From an optimization exercise on the open Yosys and OpenROAD flow, aimed at small area and a short achievable clock period; shortcuts taken in it are not production practice. Function was checked by simulation only, so behaviour that the tests miss may differ from the original. Power and IR drop assume default switching activity.

==> trial 38 <==
==> flow/design.v (excerpt) <==
module risky (
    input  logic        clk,
    input  logic        rst_n,
    output logic [31:0] imem_addr_o,
    output logic        imem_re_o,
    input  logic [31:0] imem_rdata_i,
    output logic [ 8:0] dmem_addr_o,
    output logic [ 3:0] dmem_wmask_o,
    output logic [31:0] dmem_wdata_o,
    input  logic [31:0] dmem_rdata_i,
    output logic        wb_we_o,
    output logic [ 4:0] wb_rd_o,
    output logic [31:0] wb_data_o
);
  logic [31:0] f_instr;
  logic        f_flush;
  logic [31:0] pc;          
  logic [31:0] pc_a, pc_b;   
  logic        pc_s;         
  logic [ 4:0] d_rd;
  logic [31:0] d_imm;
  logic        d_re, d_we;
  logic [ 1:0] d_wd;        
  logic        d_br, d_jmp;
  logic [ 2:0] d_f3;        
  logic        d_sub;
  logic        a_l0, a_l1, a_lhu, a_lbs, a_lw, a_lhs, a_al, a_w, a_r, a_p;
  logic        b_l0, b_l1, b_lhu, b_lbs, b_lw, b_lhs, b_al, b_w, b_r, b_i;
  logic        b_l0n, b_l1n, b_lhun, b_lbsn, b_lwn, b_lhsn, b_z8n, b_z16n;
  logic        la_w, la_r, lb_w, lb_r, lb_i;
  logic        la_l0, la_l1, la_lhu, la_lbs, la_lw, la_lhs, la_al;
  logic        lb_l0, lb_l1, lb_lhu, lb_lbs, lb_lw, lb_lhs, lb_al;
  logic        s_m, s_w;
  logic        d_r_add, d_r_lt, d_lt_s, d_r_xor, d_r_or, d_r_and, d_r_sll, d_r_srl;
  logic [31:1][31:0] xr;
  logic [31:1]       vld;
  logic [31:0]       rs1q, rs2q;
  logic [ 4:0] e_rd;
  logic        e_re, e_we;
  logic [ 1:0] e_wd;
  logic        e_uns;
  logic [31:0] e_rs2;
  ...
export LEC_CHECK = 0
export CAP_MARGIN = 20
export CORE_MARGIN = 2
export CORE_UTILIZATION = 40
export CTS_CLUSTER_DIAMETER = 150
export CTS_CLUSTER_SIZE = 20
export PLACE_DENSITY = 0.6
export SLEW_MARGIN = 30
export SYNTH_HIERARCHICAL = 1
create_clock -name core_clock -period 16.0 [get_ports {clk}]
standard.sh (not shown) runs the stock make flow with config.mk's settings and CLKGATE_MAP_FILE= SYNTH_SCRIPT=/design/flow/synth_recipe.tcl, a recipe that flattens the netlist after the stock synthesis.
==> flow/flow/run.sh <==
#!/bin/bash
# The standard layout (the standard.sh: ORFS synthesis through finish)
# with these changes to how the layout is made, none to what it is built for:
#  - the resizer's setup repair aims for 10 ns of slack instead of 0, so that
#    repair_timing keeps improving the worst paths past the 16 ns clock;
#  - repair_timing does not clone gates (a clone placed far from its driver
#    can leave a slew violation after routing);
#  - the port buffers that buffer_ports inserts on every input and output are
#    buf_4 cells instead of the default delay-buffer choice.
set -euo pipefail
bash standard.sh SETUP_SLACK_MARGIN=10 SKIP_GATE_CLONING=1 \
  "BUFFER_PORTS_ARGS=-buffer_cell sky130_fd_sc_hd__buf_4" finish > standard_flow.log 2>&1
==> build 45 (differences from trial 38) <==
--- a/flow/design.v
+++ b/flow/design.v
@@ -23,15 +23,14 @@
   logic        d_re, d_we;
   logic [ 1:0] d_wd;        
   logic        d_br, d_jmp;
   logic [ 2:0] d_f3;        
   logic        d_sub;
   logic        a_l0, a_l1, a_lhu, a_lbs, a_lw, a_lhs, a_al, a_w, a_r, a_p;
   logic        b_l0, b_l1, b_lhu, b_lbs, b_lw, b_lhs, b_al, b_w, b_r, b_i;
-  logic        b_l0n, b_l1n, b_lhun, b_lbsn, b_lwn, b_lhsn, b_z8n, b_z16n;
   logic        la_w, la_r, lb_w, lb_r, lb_i;
   logic        la_l0, la_l1, la_lhu, la_lbs, la_lw, la_lhs, la_al;
   logic        lb_l0, lb_l1, lb_lhu, lb_lbs, lb_lw, lb_lhs, lb_al;
   logic        s_m, s_w;
   logic        d_r_add, d_r_lt, d_lt_s, d_r_xor, d_r_or, d_r_and, d_r_sll, d_r_srl;
   logic [31:1][31:0] xr;
   logic [31:1]       vld;
@@ -145,15 +144,16 @@
       d_rd    <= (is_lui | is_auipc | is_jal | is_jalr | is_ld | arith) ? ins[11:7] : 5'd0;
       d_re    <= is_ld;
       d_we    <= is_st;
       d_wd    <= (f3[1:0] == 2'b10) ? 2'd2 : (f3[0] ? 2'd1 : 2'd0);
       d_br    <= is_br | is_jal;
       d_jmp   <= is_jal | is_jalr;
       d_f3    <= f3;
-      d_sub   <= sub_n;
+      d_sub   <= is_br | (arith & (f3 == 3'b010 || f3 == 3'b011)) |
+                 (is_r & (f3 == 3'b000) & f7_20);
       d_r_add <= ~arith | (f3 == 3'b000);
       d_r_lt  <= arith & (f3 == 3'b010 || f3 == 3'b011);
       d_lt_s  <= ~f3[0];
       d_r_xor <= arith & (f3 == 3'b100);
       d_r_or  <= arith & (f3 == 3'b110);
       d_r_and <= arith & (f3 == 3'b111);
       d_r_sll <= arith & (f3 == 3'b001);
@@ -171,24 +171,20 @@
   assign b_imm_n = stall | is_lui | is_auipc | is_jal | is_ld | is_st | is_i;
   assign fw1m_n  = ~stall & (sel_rs1 != 5'd0) & (sel_rs1 == d_rd);
   assign fw1w_n  = (sel_rs1 != 5'd0) & (sel_rs1 == e_rd);
   assign fw2m_n  = ~stall & (sel_rs2 != 5'd0) & (sel_rs2 == d_rd);
   assign fw2w_n  = (sel_rs2 != 5'd0) & (sel_rs2 == e_rd);
   logic lg_n;
   assign lg_n = ~stall & arith & (f3[2] | (f3[1:0] == 2'b01));
-  logic e_re_n, k_w, k_hs, k_hu, k_bs, k_bu;
+  logic e_re_n, k_w, k_hs, k_hu, k_bs;
   assign e_re_n = ~stall & d_re;
   assign k_w    = (d_wd == 2'd2);
   assign k_hs   = (d_wd == 2'd1) & ~d_f3[2];
   assign k_hu   = (d_wd == 2'd1) & d_f3[2];
   assign k_bs   = (d_wd == 2'd0) & ~d_f3[2];
-  assign k_bu   = (d_wd == 2'd0) & d_f3[2];
-  logic sub_n;
-  assign sub_n = ~stall & (is_br | (arith & (f3 == 3'b010 || f3 == 3'b011)) |
-                           (is_r & (f3 == 3'b000) & f7_20));
   logic am_n, aw_n, ar_n, bm_n, bw_n, br_n;
   assign am_n = a_rs1_n & fw1m_n;
   assign aw_n = a_rs1_n & ~fw1m_n & fw1w_n;
   assign ar_n = a_rs1_n & ~fw1m_n & ~fw1w_n;
   assign bm_n = b_rs2_n & fw2m_n;
   assign bw_n = b_rs2_n & ~fw2m_n & fw2w_n;
   assign br_n = b_rs2_n & ~fw2m_n & ~fw2w_n;
@@ -227,15 +223,14 @@
       rd2[b] = ~(&n2[b]);
     end
   end
   always_ff @(posedge clk, negedge rst_n) begin
     if (!rst_n) begin
       {a_l0, a_l1, a_lhu, a_lbs, a_lw, a_lhs, a_al, a_w, a_r, a_p} <= '0;
       {b_l0, b_l1, b_lhu, b_lbs, b_lw, b_lhs, b_al, b_w, b_r, b_i} <= '0;
-      {b_l0n, b_l1n, b_lhun, b_lbsn, b_lwn, b_lhsn, b_z8n, b_z16n} <= '0;
       {la_w, la_r, lb_w, lb_r, lb_i} <= '0;
       {la_l0, la_l1, la_lhu, la_lbs, la_lw, la_lhs, la_al} <= '0;
       {lb_l0, lb_l1, lb_lhu, lb_lbs, lb_lw, lb_lhs, lb_al} <= '0;
       s_m   <= 1'b0;
       s_w   <= 1'b0;
       vld   <= '0;
     end else begin
@@ -245,28 +240,20 @@
       a_lbs <= ~lg_n & am_n & e_re_n & k_bs;
       a_lw  <= ~lg_n & am_n & e_re_n & k_w;
       a_lhs <= ~lg_n & am_n & e_re_n & k_hs;
       a_al  <= ~lg_n & am_n & ~e_re_n;
       a_w   <= ~lg_n & aw_n;
       a_r   <= ~lg_n & ar_n;
       a_p   <= a_pc_n;
-      b_l0  <= ~lg_n & bm_n & e_re_n & ~sub_n;
-      b_l1  <= ~lg_n & bm_n & e_re_n & ~sub_n & (k_w | k_hs);
-      b_lhu <= ~lg_n & bm_n & e_re_n & ~sub_n & k_hu;
-      b_lbs <= ~lg_n & bm_n & e_re_n & ~sub_n & k_bs;
-      b_lw  <= ~lg_n & bm_n & e_re_n & ~sub_n & k_w;
-      b_lhs <= ~lg_n & bm_n & e_re_n & ~sub_n & k_hs;
-      b_l0n <= ~lg_n & bm_n & e_re_n & sub_n;
-      b_l1n <= ~lg_n & bm_n & e_re_n & sub_n & (k_w | k_hs);
-      b_lhun <= ~lg_n & bm_n & e_re_n & sub_n & k_hu;
-      b_lbsn <= ~lg_n & bm_n & e_re_n & sub_n & k_bs;
-      b_lwn <= ~lg_n & bm_n & e_re_n & sub_n & k_w;
-      b_lhsn <= ~lg_n & bm_n & e_re_n & sub_n & k_hs;
-      b_z8n <= ~lg_n & bm_n & e_re_n & sub_n & k_bu;
-      b_z16n <= ~lg_n & bm_n & e_re_n & sub_n & (k_bu | k_hu);
+      b_l0  <= ~lg_n & bm_n & e_re_n;
+      b_l1  <= ~lg_n & bm_n & e_re_n & (k_w | k_hs);
+      b_lhu <= ~lg_n & bm_n & e_re_n & k_hu;
+      b_lbs <= ~lg_n & bm_n & e_re_n & k_bs;
+      b_lw  <= ~lg_n & bm_n & e_re_n & k_w;
+      b_lhs <= ~lg_n & bm_n & e_re_n & k_hs;
       b_al  <= ~lg_n & bm_n & ~e_re_n;
       b_w   <= ~lg_n & bw_n;
       b_r   <= ~lg_n & br_n;
       b_i   <= ~lg_n & b_imm_n;
       la_l0  <= lg_n & am_n & e_re_n;
       la_l1  <= lg_n & am_n & e_re_n & (k_w | k_hs);
       la_lhu <= lg_n & am_n & e_re_n & k_hu;
@@ -312,45 +299,32 @@
                                           input logic al);
     logic [31:0] v;
     for (int i = 0; i < 8; i++) v[i] = l0 & dm[i];
     for (int i = 8; i < 16; i++) v[i] = (l1 & dm[i]) | (lhu & dm[i-8]) | (lbs & dm[7]);
     for (int i = 16; i < 32; i++) v[i] = (lw & dm[i]) | (lhs & dm[15]) | (lbs & dm[7]);
     mem_fwd = v | ({32{al}} & alu);
   endfunction
-  logic [31:0] opa, opbx, lga, lgb, fwd2, bx_early, bx_late, sub32, dm;
-  assign dm       = dmem_rdata_i;
-  assign sub32    = {32{d_sub}};
-  assign bx_early = ({32{b_al}} & (e_alu ^ sub32)) | ({32{b_w}} & (m_val ^ sub32)) |
-                    ({32{b_r}} & (rs2q ^ sub32)) | ({32{b_i}} & (d_imm ^ sub32));
-  always_comb begin
-    for (int i = 0; i < 8; i++)
-      bx_late[i] = (b_l0 & dm[i]) | (b_l0n & ~dm[i]);
-    for (int i = 8; i < 16; i++)
-      bx_late[i] = (b_l1 & dm[i]) | (b_lhu & dm[i-8]) | (b_lbs & dm[7]) |
-                   (b_l1n & ~dm[i]) | (b_lhun & ~dm[i-8]) | (b_lbsn & ~dm[7]) | b_z8n;
-    for (int i = 16; i < 32; i++)
-      bx_late[i] = (b_lw & dm[i]) | (b_lhs & dm[15]) | (b_lbs & dm[7]) |
-                   (b_lwn & ~dm[i]) | (b_lhsn & ~dm[15]) | (b_lbsn & ~dm[7]) | b_z16n;
-  end
-  assign opbx = bx_early | bx_late;
+  logic [31:0] opa, opb, lga, lgb, fwd2;
   assign opa  = mem_fwd(dmem_rdata_i, e_alu, a_l0, a_l1, a_lhu, a_lbs, a_lw, a_lhs, a_al) |
                 ({32{a_w}} & m_val) | ({32{a_r}} & rs1q) | ({32{a_p}} & pc);
+  assign opb  = mem_fwd(dmem_rdata_i, e_alu, b_l0, b_l1, b_lhu, b_lbs, b_lw, b_lhs, b_al) |
+                ({32{b_w}} & m_val) | ({32{b_r}} & rs2q) | ({32{b_i}} & d_imm);
   assign lga  = mem_fwd(dmem_rdata_i, e_alu, la_l0, la_l1, la_lhu, la_lbs, la_lw, la_lhs, la_al) |
                 ({32{la_w}} & m_val) | ({32{la_r}} & rs1q);
   assign lgb  = mem_fwd(dmem_rdata_i, e_alu, lb_l0, lb_l1, lb_lhu, lb_lbs, lb_lw, lb_lhs, lb_al) |
                 ({32{lb_w}} & m_val) | ({32{lb_r}} & rs2q) |
                 ({32{lb_i}} & d_imm);
   assign fwd2 = s_m ? mval_n : (s_w ? m_val : rs2q);
   logic [31:0] sum;
   logic        cout;
-  assign {cout, sum} = {1'b0, opa} + {1'b0, opbx} + {32'd0, d_sub};
+  assign {cout, sum} = {1'b0, opa} + {1'b0, opb ^ {32{d_sub}}} + {32'd0, d_sub};
   logic ltu, lts, eq;
   assign ltu = ~cout;
-  assign lts = ltu ^ opa[31] ^ opbx[31] ^ d_sub;
-  assign eq  = &(opa ^ opbx);   
+  assign lts = ltu ^ opa[31] ^ opb[31];
+  assign eq  = (opa == opb);
   logic [31:0] sh_in, sh_out, sh_rev, lga_rev;
   always_comb begin
     for (int i = 0; i < 32; i++) lga_rev[i] = lga[31-i];
     sh_in  = d_r_sll ? lga_rev : lga;
     sh_out = sh_in >> lgb[4:0];
     for (int i = 0; i < 32; i++) sh_rev[i] = sh_out[31-i];
   end
@@ -364,25 +338,16 @@
                ({32{d_r_srl & ~(|lgb[31:5])}} & sh_out);
   logic cond;
   assign cond  = d_f3[2] ? (((d_f3[1] ^ d_f3[0]) ? ltu : lts) ^ d_f3[0]) : (eq ^ d_f3[0]);
   assign taken = (d_br & cond) | d_jmp;
   logic aw_s;
   assign aw_s = (ins[19:15] != 5'd0) & (ins[19:15] == e_rd);
   logic [31:0] sa;
-  logic sl_re, sl_l1, sl_lhu, sl_lbs, sl_lw, sl_lhs, sl_al;
-  assign sl_re  = aw_s & e_re;
-  assign sl_l1  = sl_re & ((e_wd == 2'd2) | ((e_wd == 2'd1) & ~e_uns));
-  assign sl_lhu = sl_re & (e_wd == 2'd1) & e_uns;
-  assign sl_lbs = sl_re & (e_wd == 2'd0) & ~e_uns;
-  assign sl_lw  = sl_re & (e_wd == 2'd2);
-  assign sl_lhs = sl_re & (e_wd == 2'd1) & ~e_uns;
-  assign sl_al  = aw_s & ~e_re;
   always_ff @(posedge clk) begin
-    sa <= (mem_fwd(dmem_rdata_i, e_alu, sl_re, sl_l1, sl_lhu, sl_lbs, sl_lw, sl_lhs, sl_al) |
-           ({32{~aw_s}} & rd1)) + {20'd0, ins[31:20]};
+    sa <= (aw_s ? mval_n : rd1) + {20'd0, ins[31:20]};
   end
   assign stall = ls_pend & (sa == e_alu);
   always_ff @(posedge clk, negedge rst_n) begin
     if (!rst_n) begin
       e_rd      <= '0;
       e_re      <= 1'b0;
       e_we      <= 1'b0;
==> flow/flow/run.sh (replaced) <==
#!/bin/bash
# The standard layout (the standard.sh: ORFS synthesis through finish)
# with these changes to how the layout is made, none to what it is built for:
#  - the resizer's setup repair aims for 9.5 ns of slack instead of 0, so that
#    repair_timing keeps improving the worst paths past the 16 ns clock;
#  - repair_timing does not clone gates (a clone placed far from its driver
#    can leave a slew violation after routing);
#  - the port buffers that buffer_ports inserts on every input and output are
#    buf_4 cells instead of the default delay-buffer choice.
set -euo pipefail
bash standard.sh SETUP_SLACK_MARGIN=9.5 SKIP_GATE_CLONING=1 \
  "BUFFER_PORTS_ARGS=-buffer_cell sky130_fd_sc_hd__buf_4" finish > standard_flow.log 2>&1
==> summary of the runs <==
- Of trial 38 and build 45, trial 38 has the higher final cell count (gap about 3.7%, measured against build 45).
- In trial 38 the critical path depth is higher than in build 45, by 8.
- Between trial 38 and build 45, the lower area after synthesis is in build 45 (gap 2.3%, measured against build 45).
- In trial 38 the flip-flop and latch count is higher than in build 45, by 8.
- Between build 45 and trial 38, the lower sequential share of layout area is in trial 38 (gap 1.2 points).
- Between build 45 and trial 38, the lower setup slack is in build 45 (gap 0.43 ns).
- Of build 45 and trial 38, trial 38 has the higher wire length (gap about 10%, measured against trial 38).
- Against trial 38, the clock-buffer cell count of build 45 is higher by 12.
- Between trial 38 and build 45, the lower clock power is in trial 38 (gap about 3%, measured against build 45).
- Against build 45, the worst hold slack of trial 38 is lower by 0.0038 ns.
==> figures <==
metric                                                                        trial 38                 build 45
Outcome                                                        complete, no violations  complete, no violations
Syn Area/Cell                                                              12.46 sq um              12.68 sq um
Count of sequential standard cells                                                1471                     1463
Fraction of registers with async set or reset after synthesis                   0.1128                   0.1080
Area of the multi-input gates                                            0.02788 sq mm            0.02638 sq mm
Post-route standard cell area excluding fillers                          0.07828 sq mm            0.07610 sq mm
HPWL after detailed placement                                                 211.8 mm                 195.6 mm
DIE WIDTH                                                                     422.3 um                 417.6 um
Max stage delay on crit path                                                   0.60 ns                  0.73 ns
Area share of xor/xnor cells in the synthesized design                         0.02128                  0.02739
Seq area share                                                                  0.5257                   0.5376
NetSw                                                                         1.401 mW                 2.061 mW
Kind of critical path                                           input port to register   register to output pin
End point of the most critical hold path                                       w_rd[1]                  w_rd[4]
# resized after CTS                                                                 32                        5
Number of library cell types mapped by synthesis                                   101                       84
Tightest slew margin relative to the limit                                      0.2732                   0.2467
ANT cells                                                                            6                       11
Maximum resistive drop on vdd                                                0.1071 mV                0.1054 mV
Sequential Area                                                          0.04116 sq mm            0.04091 sq mm
Area of the mapped netlist                                               0.06998 sq mm            0.06842 sq mm
Clock buf count                                                                    126                      138

==> port drivers added, routing unchanged <==
The results above use ideal ports. As a check the final layouts listed here were re-extracted and re-timed, cells and wires unchanged. Step 1: set_driving_cell puts a clkbuf_16 on clk and a buf_2 on each other input, an assumption about the parent block. Step 2 also shifts input and output timing later by t, the mid clock arrival at the registers, as if the neighbouring blocks saw the same clock. Slacks: ideal ports / drivers / drivers and shift; pairs: ideal ports / drivers.
| run | t, ns | setup slack, ns | latest minus earliest clock arrival (ns) |
|---|---|---|---|
| trial 38 | 0.843 | 9.956 / 9.918 / 9.075 | 0.070 / 0.070 |
| build 45 | 0.833 | 9.523 / 9.438 / 8.731 | 0.068 / 0.069 |
After both steps every run listed still meets setup and hold. The setup slack of trial 38, which loses most, moves by -0.038 ns with the drivers and by -0.881 ns with both steps.
